Context: an optimization exercise on an open-source flow, tuned for small area. The choices shown serve that exercise and are no tape-out recipe. Function was checked by simulation only, so behaviour that the tests miss may differ from the original. Power is estimated from default activity; no workload was simulated.

==> flow/design.v (outline; a module is shown in full before it is edited, if it fits) <==
// module aftab_AAU: 103 lines
// module aftab_controller: 766 lines
// module aftab_core: 582 lines
module aftab_core #(parameter size = 32) (
    input clk,
    input rst,
    input memReady,
    input [7:0] memDataIn,
    output [7:0] memDataOut,
    output memRead,
    output memWrite,
    output [size-1:0] memAddr,
    input machineExternalInterrupt,
    input machineTimerInterrupt,
    input machineSoftwareInterrupt,
    input userExternalInterrupt,
    input userTimerInterrupt,
    input userSoftwareInterrupt,
    input [15:0] platformInterruptSignals,
    output interruptProcessing
);
  // ...
==> flow/run.sh <==
#!/bin/bash
# synth_recipe.tcl (not shown) runs the flow's synth.tcl, then flattens the netlist and writes it again
# the make line also repeats each setting of config.mk as NAME=value (left out here)
make -C /OpenROAD-flow-scripts/flow DESIGN_CONFIG=/design/flow/config.mk WORK_HOME=/design/flow/orfs CLKGATE_MAP_FILE= SYNTH_SCRIPT=/design/flow/synth_recipe.tcl finish
==> flow/config.mk <==
export PLATFORM = sky130hd
export DESIGN_NAME = aftab_core
export DESIGN_NICKNAME = aftab_core
export VERILOG_FILES = /design/flow/design.v
export SDC_FILE = /design/flow/constraint.sdc
export NUM_CORES = 4
export LEC_CHECK = 0
export CAP_MARGIN = 20
export CORE_MARGIN = 2
export CORE_UTILIZATION = 40
export CTS_BUF_LIST = sky130_fd_sc_hd__clkbuf_8
export PLACE_DENSITY = 0.55
export SLEW_MARGIN = 20
==> flow/constraint.sdc <==
create_clock -name core_clock -period 12.0 [get_ports {clk}]
set_input_delay 2.4000 -clock core_clock [delete_from_list [all_inputs] [get_ports {clk}]]
set_output_delay 2.4000 -clock core_clock [all_outputs]
set_load 0.01 [all_outputs]
==> run summary, run 1 <==
status=complete, no violations; Worst Hold Class=register to register; end of the worst hold path=outRegBank[15]; fin crit share=0.912; Crit Path Class=register to register; post-CTS resize count=0; startpoint types=register; GRT Overall Usage=0.340; yosys warns=3; Max stage delay on crit path=930 ps; Clock net power=5.18 mW; Post-DRT Antenna Nets=0; reg-to-reg startpoint=CU.p_state[3]; routability cong.=1.08; post-CTS setup repair buffer count=0; max reg flops=992; NonClk Buf Share=0.0357; capture point of the worst reg-to-reg path=PC[31]; Sw Pwr=2.96 mW; Clock Skew=151 ps; full die area=217,000 µm²; die span in y=466 µm; biggest regs=RF.r (992), CSRF.r (416), AAU.Y (34); setup TNS=0 ps; Initial Util=0.403; most frequent cell after synthesis=edfxtp_1; Non-Clock Inverter Count=177; cell area power density=127 nW/µm²; input/output buffers=75; ClkCell Share=0.0577; CTS sink cnt=1,741; GRT met3 Usage=0.0867; area grow syn2layout=13.8%; sw frac=0.240; most frequent cells in the layout=edfxtp_1, a22oi_1, nand2_1; seq_cells=1,741; final wirelength=379,000 µm; CTS Buf Count=313; hpwl dp=252,000 µm; largest family of logic cells by synthesized area=compound AO/OA/AOI/OAI gates; Synth Net Count=7,337; via count=69,500; final count of hold timing violations=0
==> run 2: changes to the inputs <==
==> flow/flow/run.sh (new file) <==
#!/bin/bash
# Layout flow: the standard ORFS flow (standard.sh: unchanged synthesis,
# floorplan, placement, routing) with three changes:
#  - clock tree synthesis uses clkbuf_8 and adds no dummy balancing loads;
#  - every port still gets its buffer, but the smallest buffer cell;
#  - the global-route step recovers area on paths with positive slack.
# The flow's full output goes to standard_flow.log; ORFS keeps each tool's
# log under orfs/logs.
set -euo pipefail
export CTS_ARGS="-sink_clustering_enable -repair_clock_nets -dont_use_dummy_load -buf_list sky130_fd_sc_hd__clkbuf_8"
export BUFFER_PORTS_ARGS="-buffer_cell sky130_fd_sc_hd__buf_1"
export RECOVER_POWER=100
bash standard.sh finish > standard_flow.log 2>&1
==> flow/standard.sh (new file) <==
#!/bin/bash
# synth_recipe.tcl (not shown) runs the flow's synth.tcl, then flattens the netlist and writes it again
# the make line also repeats each setting of config.mk as NAME=value (left out here)
make -C /OpenROAD-flow-scripts/flow DESIGN_CONFIG=/design/flow/config.mk WORK_HOME=/design/flow/orfs CLKGATE_MAP_FILE= SYNTH_SCRIPT=/design/flow/synth_recipe.tcl "${@:-finish}"
--- a/flow/config.mk
+++ b/flow/config.mk
@@ -8,6 +8,5 @@
 export CAP_MARGIN = 20
 export CORE_MARGIN = 2
 export CORE_UTILIZATION = 40
-export CTS_BUF_LIST = sky130_fd_sc_hd__clkbuf_8
 export PLACE_DENSITY = 0.55
 export SLEW_MARGIN = 20
removed: flow/run.sh
==> run summary, run 2 <==
status=finished with violations (was complete, no violations); violated checks=capacitance limit, slew limit; io pins=76 (unchanged); Synth area leaders=edfxtp_1, dfrtp_1, a22oi_1 (unchanged); fraction of layout cells with a size suffix above 1=0.106 (was 0.135); yosys warns=3 (unchanged); f_max=87.6 MHz (was 91.4 MHz); critical-path cell list=or4_1 -> o2111ai_1 -> nand2_1 -> nand2_1 -> nand4_1 -> nor3_1 -> nand4_1 -> buf_4 -> a22oi_1 -> clkbuf_1 -> inv_1 -> ha_1 -> a21oi_1 -> or2_0 -> a21oi_1 -> a211oi_1 -> nand2_1 -> xnor2_1 -> nor2_1 -> a211oi_1 -> a2111oi_0 -> clkbuf_1 -> o221ai_1 -> clkbuf_2; final max-slew violation count=2,546 (was 0); Total Power Consumption=11.7 mW (was 12.3 mW); setup TNS=0 ps (unchanged); area grow syn2layout=10.8% (was 13.8%); Clock Power Share=0.389 (was 0.420); initial DRC count=11,200 (was 11,700); largest area contributor in the netlist=edfxtp_1 (unchanged); hpwl dp=251,000 µm (was 252,000 µm); cts hold-fix bufs=0 (unchanged); DRC viols=0 (unchanged); register area=51,000 µm² (unchanged); ys async rst share=0.113 (unchanged); most frequent cells in the layout=edfxtp_1, a22oi_1, nand2_1 (unchanged); Synth Net Count=7,337 (unchanged); post-CTS resize count=0 (unchanged); die span in y=466 µm (unchanged); sw frac=0.231 (was 0.240); most frequent cell after synthesis=edfxtp_1 (unchanged); Crit Path Class=register to register (unchanged); most common cell after layout, fill and taps aside=edfxtp_1 (unchanged); Core Area=212,000 µm² (unchanged); Die W=466 µm (unchanged); max reg flops=992 (unchanged); synthesized netlist cell count=7,105 (unchanged); final setup vio count=0 (unchanged); Hold Path Depth=2 (unchanged); startpoint types=register (unchanged); input/output buffers=75 (unchanged); post-route cell area=94,800 µm² (was 97,300 µm²); RSZ-0062 raised after global routing=false (unchanged); Int Power=8.97 mW (was 9.36 mW); Clock Latency Late Sink=1110 ps (about the same); number of global-route vias before repair=64,100 (was 65,200); post-CTS setup repair buffer count=0 (unchanged); dpl cell area=91,000 µm² (was 91,400 µm²); Post-DRT Antenna Nets=0 (unchanged); FILL cells=19,600 (was 19,400); Synth cell types=96 (unchanged); routability cong.=1.06 (was 1.08); min Tclk post-route=11,420 ps (was 10,950 ps); cell area power density=123 nW/µm² (was 127 nW/µm²); final count of hold timing violations=0 (unchanged); via count=68,800 (was 69,500); GRT Overall Usage=0.338 (was 0.340); critical path data required time=12,690 ps (was 13,030 ps); CTS Buf Count=311 (was 313); H-tree levels=5 (unchanged); Initial Util=0.403 (unchanged); Post-synth EDFFs=1,513 (unchanged); Clock Skew=155 ps (was 151 ps); top post-synthesis cells by count=edfxtp_1, a22oi_1, nand2_1, o21ai_0, clkbuf_1 (unchanged); CTS sink cnt=1,741 (unchanged); worst path buffer plus inverter count=5 (was 3); synthesized area=85,500 µm² (unchanged); Primary FF master, synth=edfxtp_1 (unchanged); final wirelength=378,000 µm (was 379,000 µm); cell with the most instances on the worst path=nand2_1 (was a21oi_1); CTS tree=built (unchanged); Comb pwr share=0.032 (was 0.031); biggest regs=RF.r (992), CSRF.r (416), AAU.Y (34) (unchanged); area taken by multi-input logic gates=32,700 µm² (was 32,900 µm²); first-pass GRT wire length=518,000 µm (was 522,000 µm); Worst Tran Pin Value=4650 ps (was 1270 ps); Worst Hold Class=register to register (unchanged); Largest Register=RF.r (unchanged); Levels on crit path=24 (was 33); Fin Hold WS=458 ps (was 409 ps); Max-Cap Viols=78 (was 0); register share of total power=0.579 (was 0.549); Worst Setup End Kind=register (unchanged); WL/cell=37.1 µm (was 36.3 µm); Site Rows=169 (unchanged); reg2reg path depth=24 (was 33); Nets=7,593 (was 7,599); GR Overflow Total=0 (unchanged); Synth Register Bits=1,741 (unchanged); via-per-instance ratio=6.75 (was 6.66); DR pass1 iterations=7 (was 9); Lkg Pwr=30.1 nW (was 31.8 nW); fin crit share=0.951 (was 0.912); pin count of the biggest net entering global routing=80 (was 78); Slew Limit Headroom=-2.10 (was 0.141); CTS Buffer Depth=4 (unchanged); Max stage delay on crit path=1360 ps (was 930 ps); initial antenna violation count=24 (was 35); Sw Pwr=2.70 mW (was 2.96 mW); worst vdd ir=0.125 mV (was 0.130 mV); post-synth top area share=0.531 (unchanged); Slowest-stage cell, CP=or2_0 (was a22oi_1); worst-path maximum fanout=31 (was 34); Worst path top cell family by delay=simple AND/OR/NAND/NOR gates (was compound AO/OA/AOI/OAI gates); Mean Syn Cell Area=12.0 µm² (unchanged); post-synthesis sequential area ratio=0.596 (unchanged); clock tree root driver cell=clkbuf_8 (unchanged); full die area=217,000 µm² (unchanged); CP arrival=12,100 ps (was 11,980 ps); clock slew at reported path FFs=60 ps (about the same)
==> run 2: cell types whose count changed in the layout (fill, tap and decap cells not counted), sizes merged <==
cell / before / now
buf: 357 / 309
bufinv: 5 / 0
clkbuf: 334 / 430
clkdlybuf4s50: 75 / 0
clkinv: 112 / 3
clkinvlp: 5 / 1
diode: 24 / 19
dlygate4sd2: 0 / 1
inv: 267 / 173
==> run 2: path summary, 6_finish.rpt <==
kind / from / to / slack [ps]
worst max-delay path: CU.p_state[4] / RF[28].r[31] / 580
worst min-delay path: CSRF[6].r[4] / outRegBank[4] / 460
worst max register to register: CU.p_state[4] / RF[28].r[31] / 580
worst min register to register: CSRF[6].r[4] / outRegBank[4] / 460
max in group asynchronous: rst / MAR[28] / 1570
min in group asynchronous: rst / CSRF[6].v / 2190
==> run 2: layout make-up <==
type,count,share of cell area
antenna,19,0.000502
clock buffer,311,0.0452
inverter,177,0.00702
multi-input combinational,4701,0.345
sequential,1741,0.538
tap,2821,0.0372
timing repair buffer,429,0.0266
==> run 2: metrics by stage <==
| step | cells | worst slack (ps) | utilization |
|---|---|---|---|
| 6_report | 10200 | 584 | 0.446 |
| 3_5_place_dp | 9868 | 1270 | 0.429 |
| 5_1_grt | 10200 | 249 | 0.446 |
| 2_1_floorplan | 7105 | 2190 | - |
| 4_1_cts | 10200 | 1250 | 0.449 |
| 3_3_place_gp | 9866 | 1380 | 0.428 |
==> run 2: layer usage <==
metal  vias up  global-route usage  share of wire
met4        10               0.170          0.058
met2      4952               0.477           0.42
li1      28400                   -              -
met1     34700               0.488           0.41
met5         -                   0        0.00018
met3       857              0.0748           0.12
==> run 2: kinds of logic after synthesis <==
group | Yosys count | share of synthesized area
XOR/XNOR | 242 | 0.0248
buffers and inverters | 663 | 0.0299
multiplexers | 324 | 0.0389
AND/OR/NAND/NOR | 1715 | 0.0969
AO/OA/AOI/OAI | 2220 | 0.183
flip-flops | 1741 | 0.596
adder cells (fa/ha/maj) | 200 | 0.0298
==> run 2: power groups by stage <==
stage,combinational [mW],clock (mW),sequential [mW]
after floorplan,0.218,0,6.74
after global placement,0.344,0,6.86
after detailed placement,0.348,0,6.86
after CTS,0.350,4.60,6.74
after global routing,0.382,4.83,6.74
final,0.372,4.54,6.76
==> run 2: worst register-to-register path, delay by kind of cell (launching register included) <==
family	cells	cell delay, ps
AO/OA/AOI/OAI	8	3290
XOR/XNOR	1	200
adder cells (fa/ha/maj)	1	360
buffers and inverters	5	2180
flip-flops	1	380
AND/OR/NAND/NOR	9	4630
==> run 3: changes to the inputs <==
==> flow/flow/run.sh (replaced) <==
#!/bin/bash
# Layout flow: the standard ORFS flow (standard.sh: unchanged synthesis,
# floorplan, placement, routing) with these changes:
#  - clock tree synthesis uses clkbuf_4 and adds no dummy balancing loads;
#  - every port still gets its buffer, but the smallest buffer cell;
# The flow's full output goes to standard_flow.log; ORFS keeps each tool's
# log under orfs/logs.
set -euo pipefail
export CTS_ARGS="-sink_clustering_enable -repair_clock_nets -dont_use_dummy_load -buf_list sky130_fd_sc_hd__clkbuf_4"
export BUFFER_PORTS_ARGS="-buffer_cell sky130_fd_sc_hd__buf_1"
bash standard.sh finish > standard_flow.log 2>&1
==> run summary, run 3 <==
post-synth top area share=0.531 (unchanged); Hold Path Depth=2 (unchanged); Slowest-stage cell, CP=nor4_2 (was or2_0); Clock Power Share=0.354 (was 0.389); final max-slew violation count=0 (was 2,546); Die W=466 µm (unchanged); final setup vio count=0 (unchanged); post-CTS resize count=0 (unchanged); Site Rows=169 (unchanged); Worst Setup End Kind=register (unchanged); register share of total power=0.612 (was 0.579); f_max=89.8 MHz (was 87.6 MHz); clock slew at reported path FFs=60 ps (about the same); RSZ-0062 raised after global routing=false (unchanged); max reg flops=992 (unchanged); Post-Route Utilization=0.445 (was 0.446); sw frac=0.238 (was 0.231); Mean Syn Cell Area=12.0 µm² (unchanged); area grow syn2layout=10.6% (was 10.8%); post-synthesis sequential area ratio=0.596 (unchanged); fin crit share=0.928 (was 0.951); Comb pwr share=0.034 (was 0.032); Synth Register Bits=1,741 (unchanged); initial DRC count=11,400 (was 11,200); CTS tree=built (unchanged); Core Area=212,000 µm² (unchanged); Clock Latency Late Sink=1470 ps (was 1110 ps); die span in y=466 µm (unchanged); largest area contributor in the netlist=edfxtp_1 (unchanged); CP arrival=12,110 ps (was 12,100 ps); Max-Cap Viols=0 (was 78); via count=69,600 (was 68,800); worst-path maximum fanout=34 (was 31); cell with the most instances on the worst path=a21oi_1 (was nand2_1); startpoint types=register (unchanged); ys async rst share=0.113 (unchanged); most frequent cells in the layout=edfxtp_1, a22oi_1, nand2_1 (unchanged); Clock Skew=198 ps (was 155 ps); Slew Limit Headroom=0.0774 (was -2.10); setup ws final=864 ps (was 584 ps); post-CTS setup repair buffer count=0 (unchanged); capture point of the worst reg-to-reg path=AAU.Z[2] (was RF[28].r[31]); reg2reg path depth=35 (was 24); Max stage delay on crit path=760 ps (was 1360 ps); min Tclk post-route=11,140 ps (was 11,420 ps); Hold Startpoint=CSRF[4].r[26] (was CSRF[6].r[4]); fraction of layout cells with a size suffix above 1=0.144 (was 0.106); GR Overflow Total=0 (unchanged); setup TNS=0 ps (unchanged); final wirelength=378,000 µm (about the same); Primary FF master, synth=edfxtp_1 (unchanged); number of global-route vias before repair=65,200 (was 64,100); Largest Register=RF.r (unchanged); Fin Hold WS=418 ps (was 458 ps); via-per-instance ratio=6.73 (was 6.75); Synth area leaders=edfxtp_1, dfrtp_1, a22oi_1 (unchanged); synthesized area=85,500 µm² (unchanged); biggest regs=RF.r (992), CSRF.r (416), AAU.Y (34) (unchanged); CTS Buffer Depth=4 (unchanged); GRT Overall Usage=0.338 (about the same); reg-to-reg startpoint=CU.p_state[3] (was CU.p_state[4]); DRC viols=0 (unchanged); Place WS=1270 ps (unchanged); final count of hold timing violations=0 (unchanged); CTS Buf Count=457 (was 311); io pins=76 (unchanged); hpwl dp=251,000 µm (unchanged); Worst Hold Class=register to register (unchanged); dpl cell area=91,000 µm² (unchanged); Worst path top cell family by delay=compound AO/OA/AOI/OAI gates (was simple AND/OR/NAND/NOR gates); clock tree root driver cell=clkbuf_4 (was clkbuf_8); most common cell after layout, fill and taps aside=edfxtp_1 (unchanged); Synth cell types=96 (unchanged); worst path buffer plus inverter count=3 (was 5); critical path data required time=12,980 ps (was 12,690 ps); r2r setup slk=860 ps (was 580 ps); H-tree levels=5 (unchanged); Crit Path Class=register to register (unchanged); post-route cell area=94,600 µm² (was 94,800 µm²); Worst Tran Pin Value=1370 ps (was 4650 ps); WL/cell=36.5 µm (was 37.1 µm); CTS sink cnt=1,741 (unchanged); end of the worst hold path=outRegBank[26] (was outRegBank[4]); pin count of the biggest net entering global routing=80 (unchanged); Int Power=8.40 mW (was 8.97 mW); cell area power density=117 nW/µm² (was 123 nW/µm²); most frequent cell after synthesis=edfxtp_1 (unchanged); status=complete, no violations (was finished with violations); Synth Net Count=7,337 (unchanged); routability cong.=1.06 (unchanged); Initial Util=0.403 (unchanged); Post-synth EDFFs=1,513 (unchanged); Post-DRT Antenna Nets=0 (unchanged); first-pass GRT wire length=519,000 µm (was 518,000 µm); FILL cells=19,700 (was 19,600); initial antenna violation count=36 (was 24); Sw Pwr=2.63 mW (was 2.70 mW); input/output buffers=75 (unchanged); yosys warns=3 (unchanged); worst vdd ir=0.107 mV (was 0.125 mV); synthesized netlist cell count=7,105 (unchanged); top post-synthesis cells by count=edfxtp_1, a22oi_1, nand2_1, o21ai_0, clkbuf_1 (unchanged); Lkg Pwr=30.5 nW (was 30.1 nW); full die area=217,000 µm² (unchanged); cts hold-fix bufs=0 (unchanged); Nets=7,738 (was 7,593); DR pass1 iterations=7 (unchanged)
## run 3: how the worst max path moves through the flow
stage / from / end / slack (ps) / depth (start not counted)
after floorplan: CU.p_state[3] / AAU.Z[32] / 2190 / 39
after global placement: CU.p_state[4] / AAU.Z[0] / 1380 / 35
after detailed placement: CU.p_state[3] / AAU.Z[2] / 1270 / 35
after CTS: CU.p_state[3] / AAU.Z[5] / 1220 / 35
after global routing: CU.p_state[3] / PC[24] / 550 / 33
final: CU.p_state[3] / AAU.Z[2] / 860 / 35
## run 3: final cells by class
| cell class | count | area, µm² | share of cell area |
|---|---|---|---|
| antenna | 20 | 50.0 | 0.000529 |
| timing repair buffer | 428 | 2960 | 0.0313 |
| inverter | 177 | 672 | 0.00711 |
| clock buffer | 457 | 3430 | 0.0363 |
| tap | 2821 | 3530 | 0.0373 |
| multi-input combinational | 4701 | 32900 | 0.348 |
| sequential | 1741 | 51000 | 0.539 |
## run 3: logic make-up after synthesis
logic type	synth area share
AO/OA/AOI/OAI	0.183
multiplexers	0.0389
AND/OR/NAND/NOR	0.0969
adder cells (fa/ha/maj)	0.0298
XOR/XNOR	0.0248
flip-flops	0.596
buffers and inverters	0.0299
## run 3: metrics by stage
| step | total power [mW] | std cells |
|---|---|---|
| 3_5_place_dp | 7.20 | 9868 |
| 2_1_floorplan | 6.96 | 7105 |
| 3_3_place_gp | 7.20 | 9866 |
| 4_1_cts | 11.1 | 10300 |
| 5_1_grt | 11.4 | 10300 |
| 6_report | 11.0 | 10300 |
## run 3: routing by layer
metal	part of all wire	wire length, µm	GRT usage
met2	0.42	158000	0.480
met3	0.12	44800	0.0798
met4	0.052	19500	0.160
met5	0.00042	159	0
met1	0.41	155000	0.487
## run 3: power groups by stage
stage	registers, mW	logic (mW)	clock network [mW]
2_1_floorplan	6.74	0.218	0
3_3_place_gp	6.86	0.344	0
3_5_place_dp	6.86	0.348	0
4_1_cts	6.73	0.350	3.97
5_1_grt	6.74	0.383	4.26
6_report	6.75	0.371	3.91
## run 3: worst reg2reg max path: cells and delay by family (launching register included)
family,cells,cell delay (ps)
AO/OA/AOI/OAI,20,5030
XOR/XNOR,2,350
adder cells (fa/ha/maj),2,900
buffers and inverters,3,730
flip-flops,1,370
multiplexers,1,480
AND/OR/NAND/NOR,7,2910
==> run 4: changes to the inputs <==
--- a/flow/config.mk
+++ b/flow/config.mk
@@ -8,5 +8,6 @@
 export CAP_MARGIN = 20
 export CORE_MARGIN = 2
 export CORE_UTILIZATION = 40
+export GPL_ROUTABILITY_DRIVEN = 0
 export PLACE_DENSITY = 0.55
 export SLEW_MARGIN = 20
==> run summary, run 4 <==
Place WS=435 ps (was 1270 ps); Worst Tran Pin Value=1330 ps (was 1370 ps); max reg flops=992 (unchanged); Post-synth EDFFs=1,513 (unchanged); synthesized-area fraction occupied by and/or/nand/nor cells=0.0969 (unchanged); Worst Hold Class=register to register (unchanged); worst vdd ir=0.106 mV (was 0.107 mV); CTS tree=built (unchanged); cell with the most instances on the worst path=a21oi_1 (unchanged); post-CTS setup repair buffer count=0 (unchanged); initial antenna violation count=33 (was 36); fraction of layout cells with a size suffix above 1=0.141 (was 0.144); Mean Syn Cell Area=12.0 µm² (unchanged); Synth cell types=96 (unchanged); r2r setup slk=490 ps (was 860 ps); WL/cell=35.3 µm (was 36.5 µm); full die area=217,000 µm² (unchanged); first-pass GRT wire length=506,000 µm (was 519,000 µm); input/output buffers=75 (unchanged); Synth area leaders=edfxtp_1, dfrtp_1, a22oi_1 (unchanged); GRT Overall Usage=0.327 (was 0.338); XOR/XNOR Fraction of Synth Area=0.0248 (unchanged); Max-Cap Viols=0 (unchanged); Clock Skew=155 ps (was 198 ps); Die W=466 µm (unchanged); Largest Register=RF.r (unchanged); min Tclk post-route=11,510 ps (was 11,140 ps); via count=70,600 (was 69,600); worst-path maximum fanout=34 (unchanged); yosys warns=3 (unchanged); setup ws final=493 ps (was 864 ps); Core Area=212,000 µm² (unchanged); startpoint types=register (unchanged); clock slew at reported path FFs=60 ps (about the same); DRC viols=0 (unchanged); CTS sink cnt=1,741 (unchanged); Clock Latency Late Sink=1500 ps (was 1470 ps); H-tree levels=5 (unchanged); post-synthesis adder-cell area fraction=0.0298 (unchanged); die span in y=466 µm (unchanged); most frequent cell after synthesis=edfxtp_1 (unchanged); post-synthesis sequential area ratio=0.596 (unchanged); dpl cell area=90,700 µm² (was 91,000 µm²); post-route cell area=94,300 µm² (was 94,600 µm²); most common cell after layout, fill and taps aside=edfxtp_1 (unchanged); post-synth top area share=0.531 (unchanged); f_max=86.9 MHz (was 89.8 MHz); most frequent cells in the layout=edfxtp_1, a22oi_1, nand2_1 (unchanged); pin count of the biggest net entering global routing=83 (was 80); Primary FF master, synth=edfxtp_1 (unchanged); post-CTS resize count=0 (unchanged); CTS Buffer Depth=4 (unchanged); number of global-route vias before repair=66,000 (was 65,200); Post-DRT Antenna Nets=0 (unchanged); Synth Register Bits=1,741 (unchanged); ys async rst share=0.113 (unchanged); RSZ-0062 raised after global routing=false (unchanged); proportion of synthesized area in mux cells=0.0389 (unchanged); initial DRC count=12,300 (was 11,400); biggest regs=RF.r (992), CSRF.r (416), AAU.Y (34) (unchanged); hpwl dp=233,000 µm (was 251,000 µm); synthesized netlist cell count=7,105 (unchanged); Initial Util=0.403 (unchanged); status=complete, no violations (unchanged); Slowest-stage cell, CP=or4_2 (was nor4_2); final wirelength=364,000 µm (was 378,000 µm); final count of hold timing violations=0 (unchanged); fin crit share=0.959 (was 0.928); area grow syn2layout=10.3% (was 10.6%); Synth Net Count=7,337 (unchanged); critical path data required time=13,330 ps (was 12,980 ps); Lkg Pwr=30.3 nW (was 30.5 nW); CTS Buf Count=454 (was 457); top post-synthesis cells by count=edfxtp_1, a22oi_1, nand2_1, o21ai_0, clkbuf_1 (unchanged); final setup vio count=0 (unchanged); CP arrival=12,840 ps (was 12,110 ps); Max stage delay on crit path=1150 ps (was 760 ps); setup TNS=0 ps (unchanged); via-per-instance ratio=6.84 (was 6.73); Worst Setup End Kind=register (unchanged); Slew Limit Headroom=0.105 (was 0.0774); compound-gate portion of the synthesized area=0.183 (unchanged); Crit Path Class=register to register (unchanged); cts hold-fix bufs=0 (unchanged); largest area contributor in the netlist=edfxtp_1 (unchanged); Site Rows=169 (unchanged); io pins=76 (unchanged); Nets=7,708 (was 7,738); final max-slew violation count=0 (unchanged); GR Overflow Total=0 (unchanged); largest family of logic cells by synthesized area=compound AO/OA/AOI/OAI gates (unchanged); clock tree root driver cell=clkbuf_4 (unchanged); DR pass1 iterations=12 (was 7); synthesized area=85,500 µm² (unchanged); cell area power density=117 nW/µm² (about the same)
run 4: cell counts after synthesis:
No cell type changed its count.
run 4: through the flow:
| stage | power (mW) | cells | utilization | hold WS, ps |
|---|---|---|---|---|
| 2_1_floorplan | 6.96 | 7105 | - | 428 |
| 3_3_place_gp | 7.17 | 9829 | 0.427 | 444 |
| 3_5_place_dp | 7.18 | 9832 | 0.427 | 446 |
| 4_1_cts | 11.0 | 10300 | 0.443 | 404 |
| 5_1_grt | 11.3 | 10300 | 0.444 | 445 |
| 6_report | 11.0 | 10300 | 0.444 | 411 |
run 4: layout make-up:
class,instances,area [µm²]
antenna,27,67.6
inverter,177,672
timing repair buffer,401,2760
fill,19700,118000
multi-input combinational,4701,32900
sequential,1741,51000
tap,2821,3530
clock buffer,454,3410
run 4: power breakdown:
group | total, mW | leakage [nW] | internal [mW] | switching (mW)
Combinational | 0.357 | 14.6 | 0.117 | 0.240
Clock | 3.90 | 2.09 | 1.70 | 2.20
Sequential | 6.74 | 13.7 | 6.57 | 0.173
Total | 11.0 | 30.3 | 8.39 | 2.61
run 4: final timing paths:
check                         startpoint        endpoint  depth (start not counted)
hold / removal             CSRF[6].r[16]  outRegBank[16]                          2
setup / recovery           CU.p_state[4]          PC[12]                         30
min in group asynchronous            rst         uipR[2]                          2
setup reg to reg           CU.p_state[4]          PC[12]                         30
max in group asynchronous            rst         MAR[31]                          4
hold reg to reg            CSRF[6].r[16]  outRegBank[16]                          2
run 4: layer usage:
| metal | routed length [µm] | GRT usage | share of wire |
|---|---|---|---|
| met3 | 50400 | 0.104 | 0.14 |
| met4 | 21800 | 0.171 | 0.060 |
| met5 | 156 | 0 | 0.00043 |
| met2 | 152000 | 0.462 | 0.42 |
| met1 | 140000 | 0.446 | 0.39 |
run 4: logic make-up after synthesis:
| logic type | count (synthesis) |
|---|---|
| xor gates and xnor gates | 242 |
| muxes | 324 |
| buffers and inverters | 663 |
| and+or+nand+nor | 1715 |
| DFF | 1741 |
| adders and majority gates | 200 |
| AOI/OAI and AO/OA | 2220 |
run 4: worst max-delay path: cells and delay by family (launching register included):
| kind | cells | cell delay (ps) |
|---|---|---|
| buffers and inverters | 2 | 710 |
| XOR/XNOR | 2 | 850 |
| adder cells (fa/ha/maj) | 1 | 270 |
| AND/OR/NAND/NOR | 6 | 2620 |
| flip-flops | 1 | 620 |
| AO/OA/AOI/OAI | 19 | 6250 |
==> run 5: changes to the inputs <==
--- a/flow/config.mk
+++ b/flow/config.mk
@@ -8,6 +8,5 @@
 export CAP_MARGIN = 20
 export CORE_MARGIN = 2
 export CORE_UTILIZATION = 40
-export GPL_ROUTABILITY_DRIVEN = 0
-export PLACE_DENSITY = 0.55
+export PLACE_DENSITY = 0.7
 export SLEW_MARGIN = 20
==> run summary, run 5 <==
status=complete, no violations (unchanged); GR Overflow Total=0 (unchanged); startpoint types=register (unchanged); Max stage delay on crit path=1060 ps (was 1150 ps); worst path buffer plus inverter count=6 (was 2); dpl cell area=91,100 µm² (was 90,700 µm²); synthesized netlist cell count=7,105 (unchanged); most frequent cells in the layout=edfxtp_1, a22oi_1, nand2_1 (unchanged); most common cell after layout, fill and taps aside=edfxtp_1 (unchanged); biggest regs=RF.r (992), CSRF.r (416), AAU.Y (34) (unchanged); post-CTS setup repair buffer count=0 (unchanged); Synth Net Count=7,337 (unchanged); fin crit share=0.947 (was 0.959); initial DRC count=12,400 (was 12,300); Synth cell types=96 (unchanged); final wirelength=376,000 µm (was 364,000 µm); area grow syn2layout=10.8% (was 10.3%); Crit Path Class=register to register (unchanged); post-CTS resize count=0 (unchanged); initial antenna violation count=25 (was 33); Primary FF master, synth=edfxtp_1 (unchanged); WL/cell=36.3 µm (was 35.3 µm); synthesized area=85,500 µm² (unchanged); met1 Resource Use GR=0.459 (was 0.446); input/output buffers=75 (unchanged); full die area=217,000 µm² (unchanged); Post-DRT Antenna Nets=0 (unchanged); cts hold-fix bufs=0 (unchanged); final count of hold timing violations=0 (unchanged); top post-synthesis cells by count=edfxtp_1, a22oi_1, nand2_1, o21ai_0, clkbuf_1 (unchanged); CTS tree=built (unchanged); critical path data required time=13,240 ps (was 13,330 ps); largest area contributor in the netlist=edfxtp_1 (unchanged); die span in y=466 µm (unchanged); final setup vio count=0 (unchanged); Clock Latency Late Sink=1490 ps (was 1500 ps); H-tree levels=5 (unchanged); RSZ-0062 raised after global routing=false (unchanged); CTS Buffer Depth=4 (unchanged); io pins=76 (unchanged); CTS sink cnt=1,741 (unchanged); Most Used Layer, Global Route=met2 (unchanged); met2 GRT Util=0.480 (was 0.462); Post-Route Utilization=0.446 (was 0.444); Core Area=212,000 µm² (unchanged); Mean Syn Cell Area=12.0 µm² (unchanged); Clock Skew=159 ps (was 155 ps); via count=71,200 (was 70,600); CP arrival=12,600 ps (was 12,840 ps); GRT met3 Usage=0.0901 (was 0.104); Synth Register Bits=1,741 (unchanged); Max-Cap Viols=0 (unchanged); Total Power Consumption=10.9 mW (was 11.0 mW); Post-synth EDFFs=1,513 (unchanged); worst vdd ir=0.0986 mV (was 0.106 mV); Slowest-stage cell, CP=or4_1 (was or4_2); Lkg Pwr=30.6 nW (was 30.3 nW); yosys warns=3 (unchanged); post-route cell area=94,700 µm² (was 94,300 µm²); via-per-instance ratio=6.87 (was 6.84); setup TNS=0 ps (unchanged); Worst path top cell family by delay=compound AO/OA/AOI/OAI gates (unchanged); routability cong.=1.07; max reg flops=992 (unchanged); Site Rows=169 (unchanged); ys async rst share=0.113 (unchanged); min Tclk post-route=11,360 ps (was 11,510 ps); DRC viols=0 (unchanged); Worst Setup End Kind=register (unchanged); Worst Hold Class=register to register (unchanged); CTS Buf Count=449 (was 454); hpwl dp=254,000 µm (was 233,000 µm); worst-path maximum fanout=25 (was 34); f_max=88.0 MHz (was 86.9 MHz); pin count of the biggest net entering global routing=88 (was 83); Nets=7,753 (was 7,708); final max-slew violation count=0 (unchanged); GRT Overall Usage=0.337 (was 0.327); Worst Tran Pin Value=1380 ps (was 1330 ps); cell with the most instances on the worst path=buf_4 (was a21oi_1); most frequent cell after synthesis=edfxtp_1 (unchanged); post-synth top area share=0.531 (unchanged); first-pass GRT wire length=520,000 µm (was 506,000 µm); cell area power density=115 nW/µm² (was 117 nW/µm²); clock tree root driver cell=clkbuf_4 (unchanged); number of global-route vias before repair=66,600 (was 66,000); clock slew at reported path FFs=60 ps (about the same); fraction of layout cells with a size suffix above 1=0.146 (was 0.141); Synth area leaders=edfxtp_1, dfrtp_1, a22oi_1 (unchanged); Initial Util=0.403 (unchanged); Slew Limit Headroom=0.0733 (was 0.105); Largest Register=RF.r (unchanged); post-synthesis sequential area ratio=0.596 (unchanged); Die W=466 µm (unchanged); DR pass1 iterations=13 (was 12)
[run 5: changes by cell type in the layout (fill, tap and decap cells not counted), moves of 4 or more]
| cell | before | now |
|---|---|---|
| buf_4 | 318 | 370 |
| nor2_4 | 51 | 43 |
| clkbuf_4 | 456 | 450 |
| a31oi_1 | 36 | 31 |
| a31oi_2 | 13 | 18 |
| nor2_2 | 10 | 15 |
| a2111oi_0 | 14 | 10 |
| a21oi_1 | 271 | 267 |
[run 5: kinds of logic after synthesis]
| group | after synthesis | share of synthesized area |
|---|---|---|
| muxes | 324 | 0.0389 |
| and+or+nand+nor | 1715 | 0.0969 |
| buffers and inverters | 663 | 0.0299 |
| adders and majority gates | 200 | 0.0298 |
| DFF | 1741 | 0.596 |
| xor gates and xnor gates | 242 | 0.0248 |
| AOI/OAI and AO/OA | 2220 | 0.183 |
[run 5: final timing paths]
kind / from / cells after the start / slack, ps / endpoint
worst max-delay path: CU.p_state[4] / 35 / 640 / PC[4]
worst min-delay path: CSRF[6].r[16] / 2 / 410 / outRegBank[16]
worst max register to register: CU.p_state[4] / 35 / 640 / PC[4]
worst min register to register: CSRF[6].r[16] / 2 / 410 / outRegBank[16]
max in group asynchronous: rst / 4 / 8510 / PC[13]
min in group asynchronous: rst / 2 / 1190 / tempFlags[2]
[run 5: report_power, final]
group / switching (mW) / internal [mW]
clock network: 2.16 / 1.68
registers: 0.143 / 6.57
logic: 0.244 / 0.117
total: 2.55 / 8.37
[run 5: per-layer routing]
metal | vias to the layer above | part of all wire
li1 | 28900 | -
met1 | 35200 | 0.37
met2 | 6106 | 0.42
met3 | 1037 | 0.14
met4 | 12 | 0.066
met5 | - | 0.00022
[run 5: cell type report]
cell class,count,area (µm²)
Fill cell,19400,118000
Multi-Input combinational cell,4701,32900
Inverter,177,672
Timing Repair Buffer,451,3140
Antenna cell,27,67.6
Clock buffer,449,3370
Sequential cell,1741,51000
Tap cell,2821,3530
[run 5: stage by stage]
stage,cells,setup slack [ps],hold slack [ps]
2_1_floorplan,7105,2190,428
3_3_place_gp,9887,1190,443
3_5_place_dp,9889,1100,451
4_1_cts,10300,1010,412
5_1_grt,10400,0.571,424
6_report,10400,636,408
[run 5: worst min-delay path, cell delays in order (launching register included)]
cell and delay, ps:
edfxtp_1 320, a22oi_1 70, nand3_1 80
==> run 6: changes to the inputs <==
--- a/flow/config.mk
+++ b/flow/config.mk
@@ -7,6 +7,6 @@
 export LEC_CHECK = 0
 export CAP_MARGIN = 20
 export CORE_MARGIN = 2
-export CORE_UTILIZATION = 40
-export PLACE_DENSITY = 0.7
+export CORE_UTILIZATION = 50
+export PLACE_DENSITY = 0.65
 export SLEW_MARGIN = 20
==> run summary, run 6 <==
status=complete, no violations (unchanged); top post-synthesis cells by count=edfxtp_1, a22oi_1, nand2_1, o21ai_0, clkbuf_1 (unchanged); DRC viols=0 (unchanged); area grow syn2layout=9.63% (was 10.8%); GR Overflow Total=0 (unchanged); setup ws final=633 ps (was 636 ps); io pins=76 (unchanged); most frequent cell after synthesis=edfxtp_1 (unchanged); via count=70,700 (was 71,200); Crit Path Class=register to register (unchanged); Slowest-stage cell, CP=or4_1 (unchanged); compound-gate portion of the synthesized area=0.183 (unchanged); Max stage delay on crit path=1050 ps (was 1060 ps); first-pass GRT wire length=516,000 µm (was 520,000 µm); DR pass1 iterations=13 (unchanged); CTS Buf Count=441 (was 449); worst vdd ir=0.116 mV (was 0.0986 mV); f_max=88.0 MHz (about the same); post-CTS setup repair buffer count=0 (unchanged); cell area power density=117 nW/µm² (was 115 nW/µm²); Primary FF master, synth=edfxtp_1 (unchanged); input/output buffers=75 (unchanged); post-synthesis sequential area ratio=0.596 (unchanged); Initial Util=0.504 (was 0.403); Worst Tran Pin Value=1310 ps (was 1380 ps); dpl cell area=90,200 µm² (was 91,100 µm²); Mean Syn Cell Area=12.0 µm² (unchanged); Synth area leaders=edfxtp_1, dfrtp_1, a22oi_1 (unchanged); final max-slew violation count=0 (unchanged); post-synthesis adder-cell area fraction=0.0298 (unchanged); synthesized-area fraction occupied by and/or/nand/nor cells=0.0969 (unchanged); critical path data required time=13,220 ps (was 13,240 ps); CTS Buffer Depth=4 (unchanged); clock tree root driver cell=clkbuf_4 (unchanged); Clock Skew=184 ps (was 159 ps); max reg flops=992 (unchanged); routability cong.=1.10 (was 1.07); min Tclk post-route=11,370 ps (was 11,360 ps); final count of hold timing violations=0 (unchanged); via-per-instance ratio=7.26 (was 6.87); Synth Net Count=7,337 (unchanged); largest family of logic cells by synthesized area=compound AO/OA/AOI/OAI gates (unchanged); CTS sink cnt=1,741 (unchanged); Largest Register=RF.r (unchanged); synthesized netlist cell count=7,105 (unchanged); biggest regs=RF.r (992), CSRF.r (416), AAU.Y (34) (unchanged); Die W=418 µm (was 466 µm); CP arrival=12,590 ps (was 12,600 ps); Fin Hold WS=447 ps (was 408 ps); hpwl dp=254,000 µm (about the same); post-synth top area share=0.531 (unchanged); cell with the most instances on the worst path=a21oi_1 (was buf_4); initial DRC count=12,700 (was 12,400); CTS tree=built (unchanged); fraction of layout cells with a size suffix above 1=0.142 (was 0.146); Synth cell types=96 (unchanged); post-route cell area=93,700 µm² (was 94,700 µm²); die span in y=418 µm (was 466 µm); Synth Register Bits=1,741 (unchanged); final setup vio count=0 (unchanged); final wirelength=375,000 µm (was 376,000 µm); Nets=7,726 (was 7,753); full die area=174,000 µm² (was 217,000 µm²); most common cell after layout, fill and taps aside=edfxtp_1 (unchanged); Clock Latency Late Sink=1490 ps (about the same); GRT Overall Usage=0.422 (was 0.337); setup TNS=0 ps (unchanged); pin count of the biggest net entering global routing=76 (was 88); Worst Hold Class=register to register (unchanged); WL/cell=38.5 µm (was 36.3 µm); Post-DRT Antenna Nets=0 (unchanged); Core Area=170,000 µm² (was 212,000 µm²); FILL cells=14,400 (was 19,400); H-tree levels=5 (unchanged); Worst Setup End Kind=register (unchanged); XOR/XNOR Fraction of Synth Area=0.0248 (unchanged); proportion of synthesized area in mux cells=0.0389 (unchanged); worst-path maximum fanout=29 (was 25); most frequent cells in the layout=edfxtp_1, a22oi_1, nand2_1 (unchanged); largest area contributor in the netlist=edfxtp_1 (unchanged); synthesized area=85,500 µm² (unchanged); post-CTS resize count=0 (unchanged); RSZ-0062 raised after global routing=false (unchanged); startpoint types=register (unchanged); yosys warns=3 (unchanged); Lkg Pwr=30.4 nW (was 30.6 nW); clock slew at reported path FFs=60 ps (about the same); number of global-route vias before repair=65,800 (was 66,600); register area=51,000 µm² (unchanged); fin crit share=0.947 (about the same); Site Rows=151 (was 169); Post-synth EDFFs=1,513 (unchanged); initial antenna violation count=33 (was 25); cts hold-fix bufs=0 (unchanged); Slew Limit Headroom=0.118 (was 0.0733); area taken by multi-input logic gates=32,900 µm² (about the same); ys async rst share=0.113 (unchanged); Place WS=1150 ps (was 1100 ps); Max-Cap Viols=0 (unchanged)
## run 6: cell counts after synthesis
No cell type changed its count.
## run 6: logic make-up (layout without fill, tap and decap cells)
kind of cell,count (synthesis),count (layout)
other,0,28
flip-flops,1741,1741
AND/OR/NAND/NOR,1715,1715
multiplexers,324,324
AO/OA/AOI/OAI,2220,2220
buffers and inverters,663,1050
XOR/XNOR,242,242
adder cells (fa/ha/maj),200,200
## run 6: per-layer routing
layer,wire length (µm),global-route usage,up-vias
met2,155000,0.593,5940
met1,144000,0.588,35000
li1,-,-,28800
met5,116,0,-
met4,21600,0.208,8
met3,54700,0.136,979
## run 6: report_power, final
| group | internal, mW | switching (mW) | total, mW |
|---|---|---|---|
| Clock | 1.66 | 2.17 | 3.82 |
| Sequential | 6.57 | 0.214 | 6.78 |
| Combinational | 0.116 | 0.238 | 0.354 |
## run 6: final timing paths
kind	start	endpoint	slack, ps	cells past startpoint
setup / recovery	CU.p_state[4]	PC[0]	630	34
setup reg to reg	CU.p_state[4]	PC[0]	630	34
max in group asynchronous	rst	AAU.Qso	8630	4
min in group asynchronous	rst	rfValid[11]	1020	2
hold reg to reg	CSRF[12].r[2]	outRegBank[2]	450	2
hold / removal	CSRF[12].r[2]	outRegBank[2]	450	2
## run 6: stage by stage
stage                util  instances  total power [mW]
floorplan               -       7105              6.96
global placement    0.532       9265              7.21
detailed placement  0.532       9267              7.22
CTS                 0.551       9708              11.0
global route        0.552       9724              11.3
finish              0.552       9738              11.0
## run 6: final cells by class
class                   instances  share of cell area
flip-flops and latches       1741               0.544
multi-input cells            4701               0.351
clock buffers                 441              0.0353
repair buffers                432              0.0322
well taps                    2218              0.0296
inverters                     177             0.00717
diodes                         28            0.000748
## run 6: worst max-delay path: cells and delay by family, from the launching register on
family	cells	cell delay, ps
AO/OA/AOI/OAI	20	5840
adder cells (fa/ha/maj)	1	450
XOR/XNOR	1	470
AND/OR/NAND/NOR	8	2810
buffers and inverters	3	810
multiplexers	1	410
flip-flops	1	360

what the ideal ports hide:
The results above use ideal ports. As a check the final layouts listed here were re-extracted and re-timed, cells and wires unchanged.
Step 1 sets driving cells, clkbuf_16 on the clock port and buf_2 on the other inputs (assumed; they add their load-dependent delay and slew).
Step 2 moves the port delays by t, midway between the first and last clock arrival at a register: inputs arrive t later, outputs are due t later. That takes back most of the time a late clock gives input paths.
a / b / c = ideal / step 1 / step 2; a / b = the first two.
run | t, ns | setup WS [ns] | worst setup path at the end | worst register clock-pin slew, ns | cell pins on the clock port's net
run 1 | 1.111 | 1.054 / 1.054 / 1.054 | register to register | 0.08 / 0.08 | 1
run 2 | 1.119 | 0.584 / 0.584 / 0.513 | input, reset recovery | 0.07 / 0.07 | 1
run 3 | 1.459 | 0.864 / 0.864 / 0.864 | register to register | 0.07 / 0.07 | 1
run 4 | 1.509 | 0.493 / 0.493 / 0.493 | register to register | 0.08 / 0.08 | 1
run 5 | 1.489 | 0.636 / 0.636 / 0.636 | register to register | 0.08 / 0.08 | 1
run 6 | 1.486 | 0.633 / 0.633 / 0.633 | register to register | 0.07 / 0.07 | 1
The setup slack of run 2, which loses most, moves by 0.000 ns with the drivers and by -0.071 ns with both steps. The worst setup slack also covers recovery checks on asynchronous resets.
